Context: an optimization exercise on an open-source flow, tuned for small area, a short achievable clock period and few clock cycles. The choices shown serve that exercise and are no tape-out recipe. Only simulation tests tie the RTL to the original design; equivalence was not proved. Power figures rest on the tool's default switching activity, not on a simulated workload.

## job 6077
Design CLE, start of the top module:
module CLE ( clk, reset, rom_q, rom_a, sram_q, sram_a, sram_d, sram_wen, finish);
clock: 9.0 ns
lec_check: 0
abc_area: 1
abc_clock_period_in_ps: 2000
cap_margin: 30
core_margin: 2
core_utilization: 50
cts_buf_list: sky130_fd_sc_hd__clkbuf_8
place_density: 0.6
slew_margin: 20
standard.sh (not shown) runs the stock make flow with config.mk's settings and CLKGATE_MAP_FILE= SYNTH_SCRIPT=/design/flow/synth_recipe.tcl, a recipe that flattens the netlist after the stock synthesis.
==> flow/flow/run.sh <==
#!/bin/bash
set -euo pipefail
bash standard.sh "BUFFER_PORTS_ARGS=-buffer_cell sky130_fd_sc_hd__buf_1" SETUP_SLACK_MARGIN=5.8 finish > flow_make.log 2>&1
Testbench counts of job 6077, summed over its fixed seeds: cycles 52,360.
Setup changes, job 6077 to job 6651
- putting CTS_CLUSTER_DIAMETER at 150 where nothing was set
- clearing ABC_CLOCK_PERIOD_IN_PS, which used to be 2000
- putting SETUP_SLACK_MARGIN at 5 where nothing was set
- putting CTS_CLUSTER_SIZE at 40 where nothing was set
- clearing ABC_AREA, which used to be 1
==> flow/flow/run.sh <==
#!/bin/bash
set -euo pipefail
bash standard.sh "BUFFER_PORTS_ARGS=-buffer_cell sky130_fd_sc_hd__buf_1" finish > flow_make.log 2>&1
Notes after the runs:
Measured against each other, job 6077 and job 6651 differ in clock power share, the higher figure coming from job 6651.
Job 6651 falls short of job 6077 in setup slack.
Of the two values seen for largest power group, sequential cells was produced by job 6651 and combinational logic by job 6077.
End of the critical path = P[5]: job 6077; end of the critical path = P[1]: job 6651
For job 6077, the dominant combinational cell family by area after synthesis was simple AND/OR/NAND/NOR gates, unlike job 6651, where it was compound AO/OA/AOI/OAI gates.
Mapped cell area in job 6651 is about 5% below job 6077.
Job 6651 vs job 6077: final wirelength down by more than 10%
The following lists how job 536 was set up differently from job 6651:
- CAP_MARGIN: 30 -> 10
- ABC_AREA: unset -> 1
- SLEW_MARGIN: 20 -> 10
- CTS_CLUSTER_DIAMETER: 150 -> unset
- SETUP_SLACK_MARGIN: 5 -> unset
- CTS_CLUSTER_SIZE: 40 -> unset
==> flow/flow/run.sh <==
#!/bin/bash
set -euo pipefail
bash standard.sh "BUFFER_PORTS_ARGS=-buffer_cell sky130_fd_sc_hd__buf_1" SETUP_SLACK_MARGIN=5.8 finish > flow_make.log 2>&1
Results
- [compare] base=job 6651 new=job 536: final period demand of the worst path decreased by 0.83 ns relative to the old numbers, area growth from synthesis to layout rose 1.2 points, total combinational power increased by 170% relative to the old numbers.
- The setup slack of job 536 is larger than that of job 6651.
- In the tables for job 6651 and job 536, die area reads higher with job 536.
- The higher utilization of job 6651 and job 536 is in job 536.
- Comparing job 6651 and job 536, total number of cells along the worst setup path is lower on job 6651.
- [job 536 vs job 6651] power: higher in job 536
- Measured against each other, job 6651 and job 536 differ in hold slack, the lower figure coming from job 536.

---

The RTL this note starts from:
==> flow/design.v <==
`timescale 1ns/10ps
module CLE ( clk, reset, rom_q, rom_a, sram_q, sram_a, sram_d, sram_wen, finish);
input         clk;
input         reset;
input  [7:0]  rom_q;
output [6:0]  rom_a;
input  [7:0]  sram_q;
output [9:0]  sram_a;
output [7:0]  sram_d;
output        sram_wen;
output        finish;
reg  [9:0] sram_a;
reg        sram_wen;
reg        finish;
reg        s_wait, s_rs0, s_rs1, s_rs2, s_rs3, s_cmp, s_put, s_slw;
reg        early;        
reg        fin_st;       
reg  [9:0] pos;          
reg  [7:0] P;            
reg        pz;
reg        nNW, nN, nW;  
reg        fNW, fN, fW;  
reg        Lz;           
reg        wf;           
reg  [3:0] mods;         
reg  [7:0] newv;         
reg        decq;         
function [1:0] cmp8;
    input [7:0] a, b;
    reg   [7:0] g, l;
    reg   [3:0] g2, l2;
    reg   [1:0] g4, l4;
    integer i;
    begin
        for (i = 0; i < 8; i = i + 1) begin
            g[i] = a[i] & ~b[i];
            l[i] = ~a[i] & b[i];
        end
        for (i = 0; i < 4; i = i + 1) begin
            g2[i] = g[2*i+1] | (~l[2*i+1] & g[2*i]);
            l2[i] = l[2*i+1] | (~g[2*i+1] & l[2*i]);
        end
        for (i = 0; i < 2; i = i + 1) begin
            g4[i] = g2[2*i+1] | (~l2[2*i+1] & g2[2*i]);
            l4[i] = l2[2*i+1] | (~g2[2*i+1] & l2[2*i]);
        end
        cmp8 = {g4[1] | (~l4[1] & g4[0]), l4[1] | (~g4[1] & l4[0])};
    end
endfunction
reg  [6:0] rom_a;        
reg        f127;         
reg        fdone;        
reg        rv;           
reg  [7:0] cw;
reg        gap;          
assign sram_d = P;
wire [7:0] q_rev = {rom_q[0], rom_q[1], rom_q[2], rom_q[3],
                    rom_q[4], rom_q[5], rom_q[6], rom_q[7]};
wire [7:0] qm = q_rev & {~f127, 6'b111111, ~(~f127 & (rom_a == 7'd0))};
wire [6:0] nbi  = f127 ? 7'd127 : rom_a;
wire       qnz  = qm != 8'd0;
wire       nbv  = rv & ~fdone & qnz;        
wire [7:0] nb   = qm;
wire       nbadj = ~gap;                    
wire [2:0] o      = pos[2:0];
wire       rem_nz = |cw;
wire       avail  = rem_nz | nbv;
wire [7:0] srcw   = rem_nz ? cw : nb;
reg  [2:0] off, offm1;
reg  [7:0] oneh;
always @(*) begin
    casez (srcw)
    8'b???????1: begin off = 3'd0; offm1 = 3'd7; oneh = 8'b00000001; end
    8'b??????10: begin off = 3'd1; offm1 = 3'd0; oneh = 8'b00000010; end
    8'b?????100: begin off = 3'd2; offm1 = 3'd1; oneh = 8'b00000100; end
    8'b????1000: begin off = 3'd3; offm1 = 3'd2; oneh = 8'b00001000; end
    8'b???10000: begin off = 3'd4; offm1 = 3'd3; oneh = 8'b00010000; end
    8'b??100000: begin off = 3'd5; offm1 = 3'd4; oneh = 8'b00100000; end
    8'b?1000000: begin off = 3'd6; offm1 = 3'd5; oneh = 8'b01000000; end
    default:     begin off = 3'd7; offm1 = 3'd6; oneh = 8'b10000000; end
    endcase
end
wire [6:0] wd      = rem_nz ? pos[9:3] : nbi;
wire [9:0] nextpix = {wd, off};
wire [4:0] pr      = pos[9:5];
wire [4:0] pc      = pos[4:0];
wire [4:0] prm1    = pr - 5'd1;
wire [4:0] nbrm1   = nbi[6:2] - 5'd1;
wire [4:0] nrm1    = rem_nz ? prm1 : nbrm1;
wire [1:0] nwm1    = wd[1:0] - 2'd1;
wire [9:0] nx1     = {nrm1, (srcw[0] ? {nwm1, 3'd7} : {wd[1:0], offm1})};
wire       done    = fdone & ~rem_nz & ~nbv;
wire [2:0] op1     = o + 3'd1;
wire       cont    = rem_nz ? cw[op1]
                            : (rv & ~fdone & nbadj & nb[0] & (o == 3'd7) & (pos[4:3] != 2'd3));
wire       last_slw = (mods & (mods - 4'd1)) == 4'd0;
wire       nomods   = (mods == 4'd0);
wire       take     = (s_wait & avail & ~fin_st) | s_rs0 | (s_put & nomods & (cont | early));
wire       take_nb  = take & ~rem_nz;
wire       advance  = (rv & ~fdone & ~qnz) | take_nb;
always @(posedge clk or posedge reset) begin
    if (reset) begin
        rom_a <= 7'd0;
        f127  <= 1'b0;
        fdone <= 1'b0;
        rv    <= 1'b0;
        cw    <= 8'd0;
    end else begin
        if (take) cw <= srcw & ~oneh;
        rv <= ~advance;
        if (advance) begin
            if (f127)                    fdone <= 1'b1;
            else if (rom_a == 7'd126) begin
                rom_a <= 7'd0;
                f127  <= 1'b1;
            end else                     rom_a <= rom_a + 7'd1;
        end
    end
end
always @(posedge clk) begin
    if (take_nb)     gap <= 1'b0;
    else if (advance) gap <= 1'b1;
end
wire [7:0] Wv = (wf & ~Lz) ? P : 8'd0;
wire [7:0] Pe = pz ? 8'd0 : P;
wire [7:0] NE = sram_q;
wire       nwin = early ? s_rs1 : s_rs2;
wire [7:0] ca = nwin ? Wv : Pe;
wire [1:0] cab = cmp8(ca, sram_q);
wire [7:0] pmax = cab[0] ? sram_q : ca;
wire [1:0] cNP = cmp8(NE, Pe), cNn = cmp8(NE, newv), cPn = cmp8(Pe, newv);
wire [7:0] m   = (cNP[1] & cNn[1]) ? NE : (cPn[0] ? newv : Pe);
wire       plt = cPn[0] | cNP[1];           
wire       nz0 = ~|newv;
wire       nNE = |NE;
wire [3:0] mods_n = {nNW & (fNW | plt), nN & (fN | plt),
                     nNE & (cNP[0] | cNn[0]), nW & (fW | plt)};
wire       s0  = ~cPn[1] & ~cNn[1];         
wire [4:0] prp1 = pr + 5'd1;
wire [4:0] pcm1 = pc - 5'd1;
wire [4:0] pcp1 = pc + 5'd1;
wire [4:0] pcp2 = pc + 5'd2;
reg  [7:0] hoh;            
always @(*) begin
    case (pcp1[2:0])
    3'd0: hoh = 8'b00000001;
    3'd1: hoh = 8'b00000011;
    3'd2: hoh = 8'b00000111;
    3'd3: hoh = 8'b00001111;
    3'd4: hoh = 8'b00011111;
    3'd5: hoh = 8'b00111111;
    3'd6: hoh = 8'b01111111;
    default: hoh = 8'b11111111;
    endcase
end
wire       hword  = (nbi == {prp1, pcp1[4:3]});
wire       hazard = ~rem_nz & hword & ((nb & hoh) == (hoh & ~{1'b0, hoh[7:1]}));
wire       go_early = ~cont & avail & ~hazard;
always @(posedge clk) begin
    if (s_cmp) begin
        P   <= m;
        pz  <= nz0 & ~nN & ~nNE;
        nNW <= nN;
        nN  <= nNE;
        nW  <= ~nz0;
        fNW <= 1'b0;
        fN  <= 1'b0;
        fW  <= 1'b0;
    end else if (nwin | s_rs3) begin
        P   <= pmax;
        pz  <= 1'b0;
        if (nwin) begin
            nNW <= |sram_q;
            nW  <= wf & ~Lz;
            fNW <= cab[1];
            fW  <= cab[0];
        end else begin
            nN  <= |sram_q;
            fN  <= cab[1];
            fNW <= fNW | cab[0];
            fW  <= fW | cab[0];
        end
    end
    if (take) pos <= nextpix;
    if (s_wait | s_rs0 | (s_cmp & go_early))  sram_a <= nx1;
    else if (s_cmp)                           sram_a <= {prm1, pcp2};
    else if (s_rs1)                           sram_a <= {prm1, pc};
    else if (s_rs2)                           sram_a <= {prm1, pcp1};
    else if (s_slw)
        sram_a <= mods[3] ? {prm1, pcm1} : mods[2] ? {prm1, pc} :
                  mods[1] ? {prm1, pcp1} : {pr, pcm1};
    else                                      sram_a <= pos;
    if (s_cmp) early <= go_early;
    else if (s_wait | s_rs0) early <= 1'b0;
    if (s_wait | s_rs0) wf <= cont;
    else if (s_put)     wf <= cont;
    if (s_cmp) mods <= mods_n;
    else if (s_slw) begin
        if (mods[3])      mods[3] <= 1'b0;
        else if (mods[2]) mods[2] <= 1'b0;
        else if (mods[1]) mods[1] <= 1'b0;
        else              mods[0] <= 1'b0;
    end
end
always @(posedge clk or posedge reset) begin
    if (reset) begin
        s_wait <= 1'b1;
        s_rs0  <= 1'b0;
        s_rs1  <= 1'b0;
        s_rs2  <= 1'b0;
        s_rs3  <= 1'b0;
        s_cmp  <= 1'b0;
        s_put  <= 1'b0;
        s_slw  <= 1'b0;
        fin_st   <= 1'b0;
        sram_wen <= 1'b1;
        finish   <= 1'b0;
        newv     <= 8'd250;
        Lz       <= 1'b1;
    end else begin
        sram_wen <= ~((s_put & ~Lz) | s_slw);
        if (s_wait & fin_st) finish <= 1'b1;
        if (s_wait & ~avail & done) fin_st <= 1'b1;
        if (s_cmp) begin
            Lz   <= nz0;
            decq <= nz0 | s0;
        end
        if (s_put & decq) newv <= newv - 8'd1;
        s_wait <= (s_wait & ~(avail & ~fin_st)) | (s_put & nomods & ~cont & ~early & ~avail) |
                  (s_slw & last_slw & ~avail);
        s_rs0  <= (s_put & nomods & ~cont & ~early & avail) | (s_slw & last_slw & avail);
        s_rs1  <= (s_wait & avail & ~fin_st) | s_rs0 | (s_put & nomods & ~cont & early);
        s_rs2  <= s_rs1;
        s_rs3  <= s_rs2;
        s_cmp  <= s_rs3 | (s_put & nomods & cont);
        s_put  <= s_cmp;
        s_slw  <= (s_put & ~nomods) | (s_slw & ~last_slw);
    end
end
endmodule
export LEC_CHECK = 0
export ABC_AREA = 1
export CAP_MARGIN = 30
export CORE_MARGIN = 2
export CORE_UTILIZATION = 50
export CTS_BUF_LIST = sky130_fd_sc_hd__clkbuf_8
export PLACE_DENSITY = 0.6
export SLEW_MARGIN = 20
create_clock -name core_clock -period 9.0 [get_ports {clk}]
==> flow/flow/run.sh <==
#!/bin/bash
set -euo pipefail
bash standard.sh "BUFFER_PORTS_ARGS=-buffer_cell sky130_fd_sc_hd__buf_1" SETUP_SLACK_MARGIN=5.95 finish > flow_make.log 2>&1
Testbench counts at the start, summed over its fixed seeds: cycles 52,360.
Rerun with:
==> flow/run.sh (new file) <==
#!/bin/bash
# synth_recipe.tcl (not shown) runs the flow's synth.tcl, then flattens the netlist and writes it again
# the make line also repeats each setting of config.mk as NAME=value (left out here)
make -C /OpenROAD-flow-scripts/flow DESIGN_CONFIG=/design/flow/config.mk WORK_HOME=/design/flow/orfs CLKGATE_MAP_FILE= SYNTH_SCRIPT=/design/flow/synth_recipe.tcl finish
ABC_AREA = not set   (was 1)
CTS_BUF_LIST = not set   (was sky130_fd_sc_hd__clkbuf_8)
SETUP_SLACK_MARGIN = 5   (was not set)
removed: flow/flow/run.sh
removed: flow/standard.sh
- The changed run finished clean
- total power came out lower by 40%
- routed wire length came out lower by 16%
- sequential cell count stays the same
- synthesized cell count came out lower by 28%
- synthesized area came out lower by 5.0%
- global-route usage came out lower by 3.2 points
- register-to-register slack degrades by 0.61 ns
- first-iteration DRC count came out lower by 50%

==> re-timing with driven ports <==
In the flow no input, the clock included, has a driving cell. The finished layouts below were timed again as built, in two steps.
Step 1 (the two cells are an assumption about what drives the block):
set clk [get_ports {clk}]
set_driving_cell -lib_cell sky130_fd_sc_hd__clkbuf_16 $clk
set_driving_cell -lib_cell sky130_fd_sc_hd__buf_2 [delete_from_list [all_inputs] $clk]
Step 2 adds t to the input delays and takes it off the output delays; t is the mean of the earliest and latest rising clock arrival at the registers after step 1. Input paths then give back, and output paths get back, about the clock's delay inside the block.
a / b / c = no drivers / after step 1 / after step 2; a / b = the first two.
run | t, ns | slack for setup (ns) | hold slack, ns | clock arrival spread, ns | slew at the worst register clock pin (ns)
job 6077 | 0.415 | 5.915 / 5.932 / 5.517 | 0.469 / 0.469 / 0.469 | 0.013 / 0.013 | 0.09 / 0.09
job 6651 | 0.397 | 5.071 / 5.085 / 4.689 | 0.493 / 0.493 / 0.493 | 0.016 / 0.015 | 0.09 / 0.09
job 536 | 0.415 | 5.904 / 5.920 / 5.505 | 0.469 / 0.469 / 0.469 | 0.012 / 0.012 | 0.09 / 0.09
the first run of note 2 | 0.403 | 5.975 / 5.970 / 5.566 | 0.468 / 0.468 / 0.468 | 0.021 / 0.021 | 0.10 / 0.10
the second run of note 2 | 0.383 | 5.080 / 5.102 / 4.719 | 0.487 / 0.487 / 0.487 | 0.008 / 0.008 | 0.06 / 0.06
After both steps setup and hold are still met in every run listed. The setup slack of the first run of note 2, which loses most, moves by -0.005 ns with the drivers and by -0.409 ns with both steps.
